Context: an optimization exercise on an open-source flow, tuned for small area. The choices shown serve that exercise and are no tape-out recipe.
The RTL was checked by simulation tests, not by an equivalence proof against the original design.
No driver is modelled on the clock port, so clock power and skew are understated where the tree is cut down; a real chip needs a root buffer or a tree.
No activity file was given, so power comes from the tool's default toggle rates.

rev 12:
==> flow/design.v (excerpt) <==
module top(
	clk,
	n_rst,
	bt,
	btstar,
	led
);
input clk;
input n_rst;
input [9:0] bt;
input btstar;
output led;
wire [9:0] bt_w;
wire btstar_w;
wire open_w;
bd_if u_bd_if(
    .clk(clk),
    .n_rst(n_rst),
    .bt_i(bt),
    .btstar_i(btstar),
    .led_i(open_w),
    .bt_o(bt_w),
    .btstar_o(btstar_w),
    .led_o(led)
);
doorlock_hdl u_doorlock(
    .clk(clk),
    .n_rst(n_rst),
    .bt(bt_w),
    .btstar(btstar_w),
    .opened(open_w)
);
endmodule
For scale: ~460 cells after synthesis, about 6500 µm² of cells after synthesis.
Settings: LEC_CHECK=0, CAP_MARGIN=20, CORE_MARGIN=2, CORE_UTILIZATION=70, SLEW_MARGIN=20; clock period 10.0 ns.
standard.sh (not shown) runs the stock make flow with config.mk's settings and CLKGATE_MAP_FILE= SYNTH_SCRIPT=/design/flow/synth_recipe.tcl, a recipe that flattens the netlist after the stock synthesis.
==> flow/flow/run.sh <==
#!/bin/bash
# The standard layout (standard.sh) with three changes:
# - after the standard synthesis, its combinational logic is re-mapped by
#   flow/reopt.ys (registers untouched), and the layout continues from that;
# - the port buffers are the smallest buffer (BUFFER_PORTS_ARGS);
# - the clock tree is built by flow/cts_hook.tcl (a root buffer and one leaf
#   buffer per cluster of flip-flops) in place of TritonCTS.
# Each tool's output goes to a log file in this folder.
set -euo pipefail
export BUFFER_PORTS_ARGS="-buffer_cell sky130_fd_sc_hd__buf_1"
export PRE_CTS_TCL=$PWD/flow/cts_hook.tcl
export CTS_CLOCK_PORT=clk
export CTS_LEAF_BUF=sky130_fd_sc_hd__clkbuf_4
export CTS_LEAF_SIZE=11
export CTS_ROOT_BUF=sky130_fd_sc_hd__clkbuf_2
R=$PWD/orfs/results/$FLOW_PLATFORM/top/base
LIB=$FLOW_HOME/platforms/$FLOW_PLATFORM/lib/sky130_fd_sc_hd__tt_025C_1v80.lib
YOSYS=$(command -v yosys || echo $FLOW_HOME/../tools/install/yosys/bin/yosys)
bash standard.sh $R/1_2_yosys.v > synth.log 2>&1
cp $R/1_2_yosys.v standard_1_2_yosys.v
sed -e "s#LIBFILE#$LIB#g; s#IN_NETLIST#$PWD/standard_1_2_yosys.v#; s#OUT_NETLIST#$PWD/reopt_1_2_yosys.v#" flow/reopt.ys > reopt_run.ys
"$YOSYS" -s reopt_run.ys > reopt.log 2>&1
cp reopt_1_2_yosys.v $R/1_2_yosys.v
bash standard.sh > standard.log 2>&1
==> flow/flow/cts_hook.tcl <==
# Sourced by ORFS's cts.tcl (PRE_CTS_TCL) just before it calls
# clock_tree_synthesis. Replaces that command with a plain two-level clock
# tree: the clock port drives one root buffer, which drives one leaf buffer
# per cluster of at most CTS_LEAF_SIZE flip-flops. Clusters come from
# recursive bisection of the flip-flop positions, so every flip-flop sees
# the same two buffers between it and the clock port.

proc cts_split {sinks n} {
  set len [llength $sinks]
  if {$len <= $n} { return [list $sinks] }
  set xs {}; set ys {}
  foreach s $sinks { lappend xs [lindex $s 0]; lappend ys [lindex $s 1] }
  set xs [lsort -integer $xs]; set ys [lsort -integer $ys]
  set dx [expr {[lindex $xs end] - [lindex $xs 0]}]
  set dy [expr {[lindex $ys end] - [lindex $ys 0]}]
  set key [expr {$dx >= $dy ? 0 : 1}]
  set sorted [lsort -integer -index $key $sinks]
  set k [expr {($len + $n - 1) / $n}]
  set left [expr {int(round(double($len) * ($k / 2) / $k))}]
  if {$left < 1} { set left 1 }
  return [concat [cts_split [lrange $sorted 0 [expr {$left - 1}]] $n] \
                 [cts_split [lrange $sorted $left end] $n]]
}

proc cts_center {sinks} {
  set sx 0; set sy 0
  foreach s $sinks { incr sx [lindex $s 0]; incr sy [lindex $s 1] }
  set l [llength $sinks]
  return [list [expr {$sx / $l}] [expr {$sy / $l}]]
}

rename clock_tree_synthesis tritoncts_clock_tree_synthesis
proc clock_tree_synthesis {args} {
  set n $::env(CTS_LEAF_SIZE)
  set db [ord::get_db]
  set block [ord::get_db_block]
  set clk_net [[$block findBTerm $::env(CTS_CLOCK_PORT)] getNet]
  set leaf_master [$db findMaster $::env(CTS_LEAF_BUF)]
  set root_master [$db findMaster $::env(CTS_ROOT_BUF)]
  set sinks {}
  foreach it [$clk_net getITerms] {
    set bb [[$it getInst] getBBox]
    lappend sinks [list [expr {([$bb xMin] + [$bb xMax]) / 2}] \
                        [expr {([$bb yMin] + [$bb yMax]) / 2}] $it]
  }
  set clusters [cts_split $sinks $n]
  puts "own clock tree: [llength $sinks] sinks in [llength $clusters] leaf clusters"

  set root [odb::dbInst_create $block $root_master clkbuf_root]
  lassign [cts_center $sinks] x y
  $root setLocation $x $y
  $root setPlacementStatus PLACED
  set root_net [odb::dbNet_create $block clknet_root]
  $root_net setSigType CLOCK
  [$root findITerm A] connect $clk_net
  [$root findITerm X] connect $root_net

  set i 0
  foreach c $clusters {
    set b [odb::dbInst_create $block $leaf_master clkbuf_leaf_$i]
    lassign [cts_center $c] x y
    $b setLocation $x $y
    $b setPlacementStatus PLACED
    set net [odb::dbNet_create $block clknet_leaf_$i]
    $net setSigType CLOCK
    [$b findITerm A] connect $root_net
    [$b findITerm X] connect $net
    foreach s $c {
      set it [lindex $s 2]
      $it disconnect
      $it connect $net
    }
    puts "  leaf $i: [llength $c] sinks"
    incr i
  }
  set_propagated_clock [all_clocks]
}
Other scripts of this flow, unchanged in this note and not shown: flow/flow/reopt.ys
--- input diff rev 12..rev 13 ---
--- a/flow/flow/run.sh
+++ b/flow/flow/run.sh
@@ -15 +15 @@
-export CTS_ROOT_BUF=sky130_fd_sc_hd__clkbuf_2
+export CTS_ROOT_BUF=sky130_fd_sc_hd__clkbuf_4
--- a/flow/config.mk
+++ b/flow/config.mk
@@ -10 +10 @@
-export CORE_UTILIZATION = 70
+export CORE_UTILIZATION = 80
==> comparison <==
Rev 13 completed end to end with timing, DRC and antenna clean.
Rev 12 finished all stages; the layout is clean.
Status: sequential share of layout area parity (rev 13, rev 12)
Going from rev 12 to rev 13, post-detailed-route wirelength per cell increased by 30% relative to the old numbers; number of non-filler instances in the completed layout has decreased; internal portion of total power barely changed; worst setup slack now sits higher.
[rev 13 vs rev 12] total via count in the routed design: higher in rev 13
From rev 12 to rev 13 the numbers moved as follows: standard cell area after detailed placement now sits at about the same level; power after layout picked up an extra 2.6%; count of final setup violators did not really move.
No run of this note takes its clock network from TritonCTS; it comes from the design's own scripts or RTL.

[afterwards: timing with drivers on the ports]
The flow's constraints put no driver on any port. The routed layouts listed below were extracted and timed again, unchanged, in two steps. Step 1 assumes that a clkbuf_16 drives the clock port and a buf_2 every other input. Step 2, shift: input delay + t, output delay - t, t = (earliest + latest rising clock arrival at the registers) / 2. This alone moves slack from input paths to output paths. Slacks: ideal ports / drivers / drivers and shift; pairs: ideal ports / drivers.
| run | t (ns) | slack for setup (ns) | worst setup path after step 2 | pins driven straight from the clock port |
|---|---|---|---|---|
| rev 12 | 0.800 | 5.830 / 5.803 / 6.390 | input, reset recovery | 1 |
| rev 13 | 0.597 | 5.904 / 5.874 / 6.015 | input, reset recovery | 1 |
After both steps setup and hold are still met in every run listed. The worst setup slack also covers recovery checks on asynchronous resets.
